Context: an optimization exercise on an open-source flow, tuned for small area. The choices shown serve that exercise and are no tape-out recipe.
The RTL was checked by simulation tests, not by an equivalence proof against the original design.
No activity file was given, so power comes from the tool's default toggle rates.

==> v2 <==
## ikaopll_top
module ikaopll_top (
    input   wire                i_EMUCLK,
    input   wire                i_phiM_PCEN_n,
    input   wire                i_IC_n,
    input   wire                i_ALTPATCH_EN,
    input   wire                i_CS_n,
    input   wire                i_WR_n,
    input   wire                i_A0,
    input   wire        [7:0]   i_D,
    output  wire        [1:0]   o_D,
    output  wire                o_D_OE,
    output  wire                o_DAC_EN_MO,
    output  wire                o_DAC_EN_RO,
    output  wire                o_IMP_NOFLUC_SIGN,
    output  wire        [7:0]   o_IMP_NOFLUC_MAG,
    output  wire signed [9:0]   o_IMP_FLUC_SIGNED_MO,
    output  wire signed [9:0]   o_IMP_FLUC_SIGNED_RO,
    input   wire signed [4:0]   i_ACC_SIGNED_MOVOL,
    input   wire signed [4:0]   i_ACC_SIGNED_ROVOL,
    output  wire                o_ACC_SIGNED_STRB,
    output  wire signed [15:0]  o_ACC_SIGNED
);
Settings: LEC_CHECK=0, ABC_AREA=1, CAP_MARGIN=20, CORE_MARGIN=2, CORE_UTILIZATION=60, CTS_CLUSTER_DIAMETER=120, CTS_CLUSTER_SIZE=28, SLEW_MARGIN=20; clock period 10.0 ns.
run.sh (not shown) runs the stock make flow with config.mk's settings and CLKGATE_MAP_FILE= SYNTH_SCRIPT=/design/flow/synth_recipe.tcl, a recipe that flattens the netlist after the stock synthesis.
==> v9: changes against v2 <==
--- a/flow/design.v
+++ b/flow/design.v
@@ -58,16 +58,17 @@
     output  wire            o_DAC_EN,
     input   wire            i_RHYTHM_EN,
     output  wire            o_CYCLE_00, o_CYCLE_12, o_CYCLE_17, o_CYCLE_20, o_CYCLE_21,
     output  wire            o_CYCLE_D3_ZZ, o_CYCLE_D4, o_CYCLE_D4_ZZ,
     output  wire            o_CYCLE_03, o_CYCLE_13, o_ACC_STRB_WINDOW,
     output  reg     [4:0]   o_SLOT_INDEX,
     output  wire            o_MnC_SEL, o_INHIBIT_FDBK,
     output  reg             o_HH_TT_SEL,
+    output  wire            o_HH_TT_SEL_NEXT,  
     output  wire            o_MO_CTRL, o_RO_CTRL
 );
 wire            phi1ncen_n = o_phi1_NCEN_n;
 wire            ic_n_zzzz;
 reg             ic_n_negedge;  
 wire            phi1_init = ic_n_negedge;
 generate
 if(FULLY_SYNCHRONOUS == 0) begin : FULLY_SYNCHRONOUS_0_reset_syncchain
@@ -153,17 +154,18 @@
         2'd1:    o_SLOT_INDEX = 5'd6 + {2'b00, mc[2:0]};
         default: o_SLOT_INDEX = 5'd12 + {2'b00, mc[2:0]};
     endcase
 end
 assign  o_MnC_SEL       =  &{(~mc[2] | mc[0]), (mc[2] | ~mc[1])};  
 assign  o_INHIBIT_FDBK  = ~|{o_MnC_SEL, ((mc == 5'd20) & i_RHYTHM_EN), ((mc == 5'd19) & i_RHYTHM_EN)};
 assign  o_MO_CTRL       = ~|{(i_RHYTHM_EN & o_CYCLE_D4_ZZ), ~o_MnC_SEL};
 assign  o_RO_CTRL       =  &{(~o_MnC_SEL | o_CYCLE_D4_ZZ), ~(mc == 5'd18), ~(mc == 5'd12), i_RHYTHM_EN};  
-always @(posedge i_EMUCLK) if(!phi1ncen_n) o_HH_TT_SEL <= &{o_MnC_SEL, ~((mc[4:1] == 4'b1000) & i_RHYTHM_EN)};
+assign  o_HH_TT_SEL_NEXT = &{o_MnC_SEL, ~((mc[4:1] == 4'b1000) & i_RHYTHM_EN)};
+always @(posedge i_EMUCLK) if(!phi1ncen_n) o_HH_TT_SEL <= o_HH_TT_SEL_NEXT;
 endmodule
 module IKAOPLL_reg #(parameter FULLY_SYNCHRONOUS = 1, parameter ALTPATCH_CONFIG_MODE = 0, parameter INSTROM_STYLE = 0) (
     input   wire            i_EMUCLK,  
     input   wire            i_phiM_PCEN_n,
     input   wire            i_RST_n,
     input   wire            i_phi1_PCEN_n,  
     input   wire            i_phi1_NCEN_n,  
     input   wire            i_CS_n,
@@ -807,16 +809,17 @@
 end
 endmodule
 module IKAOPLL_eg (
     input   wire            i_EMUCLK,  
     input   wire            i_RST_n,
     input   wire            i_phi1_PCEN_n,  
     input   wire            i_phi1_NCEN_n,  
     input   wire            i_CYCLE_00, i_CYCLE_21, i_MnC_SEL, i_HH_TT_SEL,
+    input   wire    [4:0]   i_SLOT_INDEX,
     input   wire    [3:0]   i_TEST,
     input   wire    [8:0]   i_FNUM,
     input   wire    [2:0]   i_BLOCK,
     input   wire            i_KON,
     input   wire            i_SUSEN,
     input   wire    [5:0]   i_TL,
     input   wire            i_ETYP,
     input   wire            i_AM,
@@ -866,29 +869,28 @@
     envcntr_sr[15:0] <= envcntr_sr[16:1]; 
 end
 reg     [1:0]   envcntr;
 always @(posedge emuclk) if(!phi1pcen_n) if(serial_val_latch) envcntr <= envcntr_sr[1:0];
 reg     [16:0]  debug_envcntr;
 always @(posedge emuclk) if(!phi1pcen_n) if(serial_val_latch) debug_envcntr <= envcntr_sr[16:0];
 reg             rst_z;
 reg             det_one;
-reg     [16:0]  zb_sr;
 always @(posedge emuclk) if(!phi1ncen_n) begin
     rst_z <= ~i_RST_n;
     det_one <= ~(~(i_CYCLE_00 | rst_z) & (envcntr_sr[17] | ~det_one));
-    zb_sr[16] <= det_one & envcntr_sr[17];
-    zb_sr[15:0] <= zb_sr[16:1];
+end
+reg     [3:0]   zb_cnt;
+always @(posedge emuclk) if(!phi1ncen_n) begin
+    if(i_CYCLE_00) zb_cnt <= 4'd0;
+    else if(det_one & envcntr_sr[17]) zb_cnt <= (i_SLOT_INDEX <= 5'd13) ? i_SLOT_INDEX[3:0] : 4'd0;
 end
 reg     [3:0]   conseczerobitcntr;
 always @(posedge emuclk) if(!phi1pcen_n) if(serial_val_latch) begin
-    conseczerobitcntr[3] <= zb_sr[7] | zb_sr[8] | zb_sr[9] | zb_sr[10] | zb_sr[11] | zb_sr[12];
-    conseczerobitcntr[2] <= zb_sr[3] | zb_sr[4] | zb_sr[5] | zb_sr[6]  | zb_sr[11] | zb_sr[12];
-    conseczerobitcntr[1] <= zb_sr[1] | zb_sr[2] | zb_sr[5] | zb_sr[6]  | zb_sr[9]  | zb_sr[10];
-    conseczerobitcntr[0] <= zb_sr[0] | zb_sr[2] | zb_sr[4] | zb_sr[6]  | zb_sr[8]  | zb_sr[10] | zb_sr[12];
+    conseczerobitcntr <= zb_cnt;
 end
 wire    [1:0]   cyc2c_next_envstat;
 wire    [1:0]   cyc17r_envstat, cyc19r_envstat;
 IKAOPLL_sr #(.WIDTH(2), .LENGTH(18), .TAP0(16)) u_cyc2r_cyc19r_envstatreg
 (.i_EMUCLK(i_EMUCLK), .i_CEN_n(i_phi1_NCEN_n), .i_D(cyc2c_next_envstat), .o_Q_TAP0(cyc17r_envstat), .o_Q_LAST(cyc19r_envstat),
  .o_Q_TAP1(), .o_Q_TAP2());
 wire            cyc2c_decay_end, cyc2c_attnlv_min, cyc18c_attnlv_quite;  
 reg             cyc18r_kon, cyc19r_kon;
@@ -1107,17 +1109,17 @@
     endcase
 end
 endmodule
 module IKAOPLL_op (
     input   wire            i_EMUCLK,  
     input   wire            i_RST_n,
     input   wire            i_phi1_PCEN_n,  
     input   wire            i_phi1_NCEN_n,  
-    input   wire            i_CYCLE_00, i_CYCLE_21, i_HH_TT_SEL, i_INHIBIT_FDBK,
+    input   wire            i_CYCLE_00, i_CYCLE_21, i_HH_TT_SEL, i_HH_TT_SEL_NEXT, i_INHIBIT_FDBK,
     input   wire    [3:0]   i_TEST,
     input   wire            i_DC, i_DM,
     input   wire    [2:0]   i_FB,
     input   wire    [9:0]   i_OP_PHASE,
     input   wire    [6:0]   i_OP_ATTNLV,
     input   wire            i_OP_ATTNLV_MAX,
     output  wire    [8:0]   o_DAC_OPDATA
 );
@@ -1134,21 +1136,19 @@
         for(k = 0; k < 16; k = k + 1) begin
             rca16[k] = a[k] ^ b[k] ^ c;
             c = (a[k] & b[k]) | (c & (a[k] ^ b[k]));
         end
         rca16[16] = c;
     end
 endfunction
 reg             cyc18r_dc, cyc18r_dm;
-reg     [2:0]   cyc18r_fb;
 always @(posedge emuclk) if(!phi1ncen_n) begin
     cyc18r_dc <= i_DC;
     cyc18r_dm <= i_DM;
-    cyc18r_fb <= i_FB;
 end
 reg     [9:0]   cyc19c_op_fdbk;
 wire    [16:0]  cyc19c_phase_modded_w = {7'd0, i_OP_PHASE + cyc19c_op_fdbk};  
 wire    [9:0]   cyc19c_phase_modded = cyc19c_phase_modded_w[9:0];
 wire    [7:0]   cyc19c_logsin_addr = cyc19c_phase_modded[8] ? ~cyc19c_phase_modded[7:0] : cyc19c_phase_modded[7:0];  
 wire    [45:0]  cyc19c_logsin_data;
 IKAOPLL_logsinrom u_cyc19c_logsinrom (.i_EMUCLK(emuclk), .i_CEN_n(phi1pcen_n), .i_ADDR(cyc19c_logsin_addr[5:1]), .o_DATA(cyc19c_logsin_data));
 wire    [45:0]  ls = cyc19c_logsin_data;
@@ -1241,40 +1241,38 @@
 wire    [11:0]  op_z_reg_d = i_RST_n ? (i_INHIBIT_FDBK ? cyc21c_intwave_flipped : cyc21c_mod_z_tap9) : 12'd0;
 IKAOPLL_sr #(.WIDTH(12), .LENGTH(9), .TAP0(6)) u_op_z_reg
 (.i_EMUCLK(i_EMUCLK), .i_CEN_n(phi1ncen_n), .i_D(op_z_reg_d), .o_Q_TAP0(cyc21c_mod_z_tap6), .o_Q_LAST(cyc21c_mod_z_tap9),
  .o_Q_TAP1(), .o_Q_TAP2());
 wire    [11:0]  op_zz_reg_d = i_RST_n ? (i_INHIBIT_FDBK ? cyc21c_mod_z_tap9 : cyc21c_mod_zz_tap9) : 12'd0;
 IKAOPLL_sr #(.WIDTH(12), .LENGTH(9), .TAP0(6)) u_op_zz_reg
 (.i_EMUCLK(i_EMUCLK), .i_CEN_n(phi1ncen_n), .i_D(op_zz_reg_d), .o_Q_TAP0(cyc21c_mod_zz_tap6), .o_Q_LAST(cyc21c_mod_zz_tap9),
  .o_Q_TAP1(), .o_Q_TAP2());
-reg     [8:0]   cyc21r_intwave;
-reg     [11:0]  cyc21r_modsum;
-reg             cyc21r_inhibit_fdbk;
-always @(posedge emuclk) if(!phi1ncen_n) begin
-    cyc21r_intwave <= cyc21c_intwave_flipped[8:0];  
-    cyc21r_modsum <= cyc21c_modsum[12:1];  
-    cyc21r_inhibit_fdbk <= i_INHIBIT_FDBK;
-end
+wire    [8:0]   cyc21r_intwave = cyc21c_intwave_flipped[8:0];  
+wire    [11:0]  cyc21r_modsum = cyc21c_modsum[12:1];  
+wire            cyc21r_inhibit_fdbk = i_INHIBIT_FDBK;
+wire    [2:0]   cyc18r_fb = i_FB;
+reg     [9:0]   cyc19c_op_fdbk_next;
+always @(posedge emuclk) if(!phi1ncen_n) cyc19c_op_fdbk <= cyc19c_op_fdbk_next;
 always @(*) begin
-    case({i_HH_TT_SEL, cyc21r_inhibit_fdbk})
+    case({i_HH_TT_SEL_NEXT, cyc21r_inhibit_fdbk})
         2'b10: begin
             case(cyc18r_fb)
-                3'd1: cyc19c_op_fdbk = {{4{cyc21r_modsum[11]}}, cyc21r_modsum[11:6]}; 
-                3'd2: cyc19c_op_fdbk = {{3{cyc21r_modsum[11]}}, cyc21r_modsum[11:5]}; 
-                3'd3: cyc19c_op_fdbk = {{2{cyc21r_modsum[11]}}, cyc21r_modsum[11:4]}; 
-                3'd4: cyc19c_op_fdbk = {{1{cyc21r_modsum[11]}}, cyc21r_modsum[11:3]}; 
-                3'd5: cyc19c_op_fdbk = cyc21r_modsum[11:2];
-                3'd6: cyc19c_op_fdbk = cyc21r_modsum[10:1];
-                3'd7: cyc19c_op_fdbk = cyc21r_modsum[9:0];
-                3'd0: cyc19c_op_fdbk = 10'd0;
+                3'd1: cyc19c_op_fdbk_next = {{4{cyc21r_modsum[11]}}, cyc21r_modsum[11:6]}; 
+                3'd2: cyc19c_op_fdbk_next = {{3{cyc21r_modsum[11]}}, cyc21r_modsum[11:5]}; 
+                3'd3: cyc19c_op_fdbk_next = {{2{cyc21r_modsum[11]}}, cyc21r_modsum[11:4]}; 
+                3'd4: cyc19c_op_fdbk_next = {{1{cyc21r_modsum[11]}}, cyc21r_modsum[11:3]}; 
+                3'd5: cyc19c_op_fdbk_next = cyc21r_modsum[11:2];
+                3'd6: cyc19c_op_fdbk_next = cyc21r_modsum[10:1];
+                3'd7: cyc19c_op_fdbk_next = cyc21r_modsum[9:0];
+                3'd0: cyc19c_op_fdbk_next = 10'd0;
             endcase
         end
-        2'b01: cyc19c_op_fdbk = {cyc21r_intwave, 1'b0};
-        default: cyc19c_op_fdbk = 10'd0;
+        2'b01: cyc19c_op_fdbk_next = {cyc21r_intwave, 1'b0};
+        default: cyc19c_op_fdbk_next = 10'd0;
     endcase
 end
 reg     [4:0]   debug_cyccntr;
 reg     [11:0]  debug_opwavereg_static[0:17];
 always @(posedge emuclk) if(!phi1ncen_n) begin
     if(i_CYCLE_21) debug_cyccntr <= 5'd0;
     else debug_cyccntr <= debug_cyccntr + 5'd1;
     case(debug_cyccntr)
@@ -1621,17 +1619,17 @@
 wire            emuclk = i_XIN_EMUCLK;
 assign  o_XOUT = ~emuclk;
 wire            phi1pcen_n, phi1ncen_n, dac_en;
 wire            rst_n;
 wire            cycle_00, cycle_12, cycle_17, cycle_20, cycle_21;
 wire            cycle_d4, cycle_d3_zz, cycle_d4_zz;
 wire            cycle_03, cycle_13, acc_strb_window;
 wire    [4:0]   slot_index;
-wire            m_nc_sel, inhibit_fdbk, hh_tt_sel;
+wire            m_nc_sel, inhibit_fdbk, hh_tt_sel, hh_tt_sel_next;
 wire            mo_ctrl, ro_ctrl;
 wire    [3:0]   test;
 wire            rhythm_en;
 wire    [8:0]   fnum;
 wire    [2:0]   block;
 wire            kon, susen;
 wire    [5:0]   tl;
 wire            dc, dm;
@@ -1669,16 +1667,17 @@
     .o_CYCLE_D4_ZZ              (cycle_d4_zz                ),
     .o_CYCLE_03                 (cycle_03                   ),
     .o_CYCLE_13                 (cycle_13                   ),
     .o_ACC_STRB_WINDOW          (acc_strb_window            ),
     .o_SLOT_INDEX               (slot_index                 ),
     .o_MnC_SEL                  (m_nc_sel                   ),
     .o_INHIBIT_FDBK             (inhibit_fdbk               ),
     .o_HH_TT_SEL                (hh_tt_sel                  ),
+    .o_HH_TT_SEL_NEXT           (hh_tt_sel_next             ),
     .o_MO_CTRL                  (mo_ctrl                    ),
     .o_RO_CTRL                  (ro_ctrl                    )
 );
 IKAOPLL_reg #(.FULLY_SYNCHRONOUS(FULLY_SYNCHRONOUS), .ALTPATCH_CONFIG_MODE(ALTPATCH_CONFIG_MODE), .INSTROM_STYLE(0)) u_REG (
     .i_EMUCLK                   (emuclk                     ),
     .i_phiM_PCEN_n              (i_phiM_PCEN_n              ),
     .i_RST_n                    (rst_n                      ),
     .i_phi1_PCEN_n              (phi1pcen_n                 ),
@@ -1758,16 +1757,17 @@
     .i_EMUCLK                   (emuclk                     ),
     .i_RST_n                    (rst_n                      ),
     .i_phi1_PCEN_n              (phi1pcen_n                 ),
     .i_phi1_NCEN_n              (phi1ncen_n                 ),
     .i_CYCLE_00                 (cycle_00                   ),
     .i_CYCLE_21                 (cycle_21                   ),
     .i_MnC_SEL                  (m_nc_sel                   ),
     .i_HH_TT_SEL                (hh_tt_sel                  ),
+    .i_SLOT_INDEX               (slot_index                 ),
     .i_TEST                     (test                       ),
     .i_FNUM                     (fnum                       ),
     .i_BLOCK                    (block                      ),
     .i_KON                      (kon                        ),
     .i_SUSEN                    (susen                      ),
     .i_TL                       (tl                         ),
     .i_ETYP                     (etyp                       ),
     .i_AM                       (am                         ),
@@ -1786,16 +1786,17 @@
 IKAOPLL_op u_OP (
     .i_EMUCLK                   (emuclk                     ),
     .i_RST_n                    (rst_n                      ),
     .i_phi1_PCEN_n              (phi1pcen_n                 ),
     .i_phi1_NCEN_n              (phi1ncen_n                 ),
     .i_CYCLE_00                 (cycle_00                   ),
     .i_CYCLE_21                 (cycle_21                   ),
     .i_HH_TT_SEL                (hh_tt_sel                  ),
+    .i_HH_TT_SEL_NEXT           (hh_tt_sel_next             ),
     .i_INHIBIT_FDBK             (inhibit_fdbk               ),
     .i_TEST                     (test                       ),
     .i_DC                       (dc                         ),
     .i_DM                       (dm                         ),
     .i_FB                       (fb                         ),
     .i_OP_PHASE                 (op_phase                   ),
     .i_OP_ATTNLV                (op_attnlv                  ),
     .i_OP_ATTNLV_MAX            (op_attnlv_max              ),
==> flow/flow/run.sh (new file) <==
#!/bin/bash
# Own flow: the standard layout (the standard.sh, with its standard synthesis),
# except that the port buffers are the smallest buffer cell rather than the one
# buffer_ports picks by default. Every input and output port still gets a buffer.
set -e
cp standard.sh standard_sh_copy.log
export BUFFER_PORTS_ARGS="-buffer_cell sky130_fd_sc_hd__buf_1"
bash standard.sh > standard.log 2>&1
==> flow/standard.sh (new file) <==
#!/bin/bash
# synth_recipe.tcl (not shown) runs the flow's synth.tcl, then flattens the netlist and writes it again
# the make line also repeats each setting of config.mk as NAME=value (left out here)
make -C /OpenROAD-flow-scripts/flow DESIGN_CONFIG=/design/flow/config.mk WORK_HOME=/design/flow/orfs CLKGATE_MAP_FILE= SYNTH_SCRIPT=/design/flow/synth_recipe.tcl "${@:-finish}"
Settings changed: CORE_UTILIZATION 60 to 70.
removed: flow/run.sh
==> notes.md <==
Global-route track usage on met3: v2 3.267%; v9 5.255%
Final instance area: v2 67260 um^2; v9 66000 um^2
Power dissipated in combinational cells: v2 5590 uW; v9 5720 uW
Inserted Diodes: v2 1; v9 0
Met1 track demand over resource: v2 40.75%; v9 49.02%
Standard-cell row count: v2 118; v9 109
Met2 global-route usage: v2 40.71%; v9 56.12%
Worst setup slack after layout: v2 0.8041 ns; v9 0.4742 ns
Number of clock buffer instances in the layout: v2 104; v9 93
Sequential cell power: v2 7730 uW; v9 7620 uW
Area of the die: v2 107700 um^2; v9 92000 um^2
Post-synthesis share of cell area spent on xor and xnor gates: v2 1.417%; v9 1.425%
Tapcell count: v2 1380; v9 1165
Outcome: v2 no timing/DRC/antenna violations; v9 no timing/DRC/antenna violations

[separate check: timing with driven ports]
In the flow no input, the clock included, has a driving cell. The finished layouts below were timed again as built, in two steps.
Step 1 sets driving cells, clkbuf_16 on the clock port and buf_2 on the other inputs (assumed; they add their load-dependent delay and slew).
Step 2 adds t to the input delays and takes it off the output delays; t is the mean of the earliest and latest rising clock arrival at the registers after step 1. Input paths then give back, and output paths get back, about the clock's delay inside the block.
Three values: ideal ports, drivers, drivers and shift; two values: the first two.
run | t, ns | setup WS [ns] | worst setup path at the end | latest minus earliest clock arrival (ns) | cell pins on the clock port's net
v2 | 0.778 | 0.804 / 0.804 / 0.804 | register to register | 0.037 / 0.037 | 1
v9 | 0.760 | 0.474 / 0.474 / 0.474 | register to register | 0.084 / 0.083 | 1
After both steps every run listed still meets setup and hold.
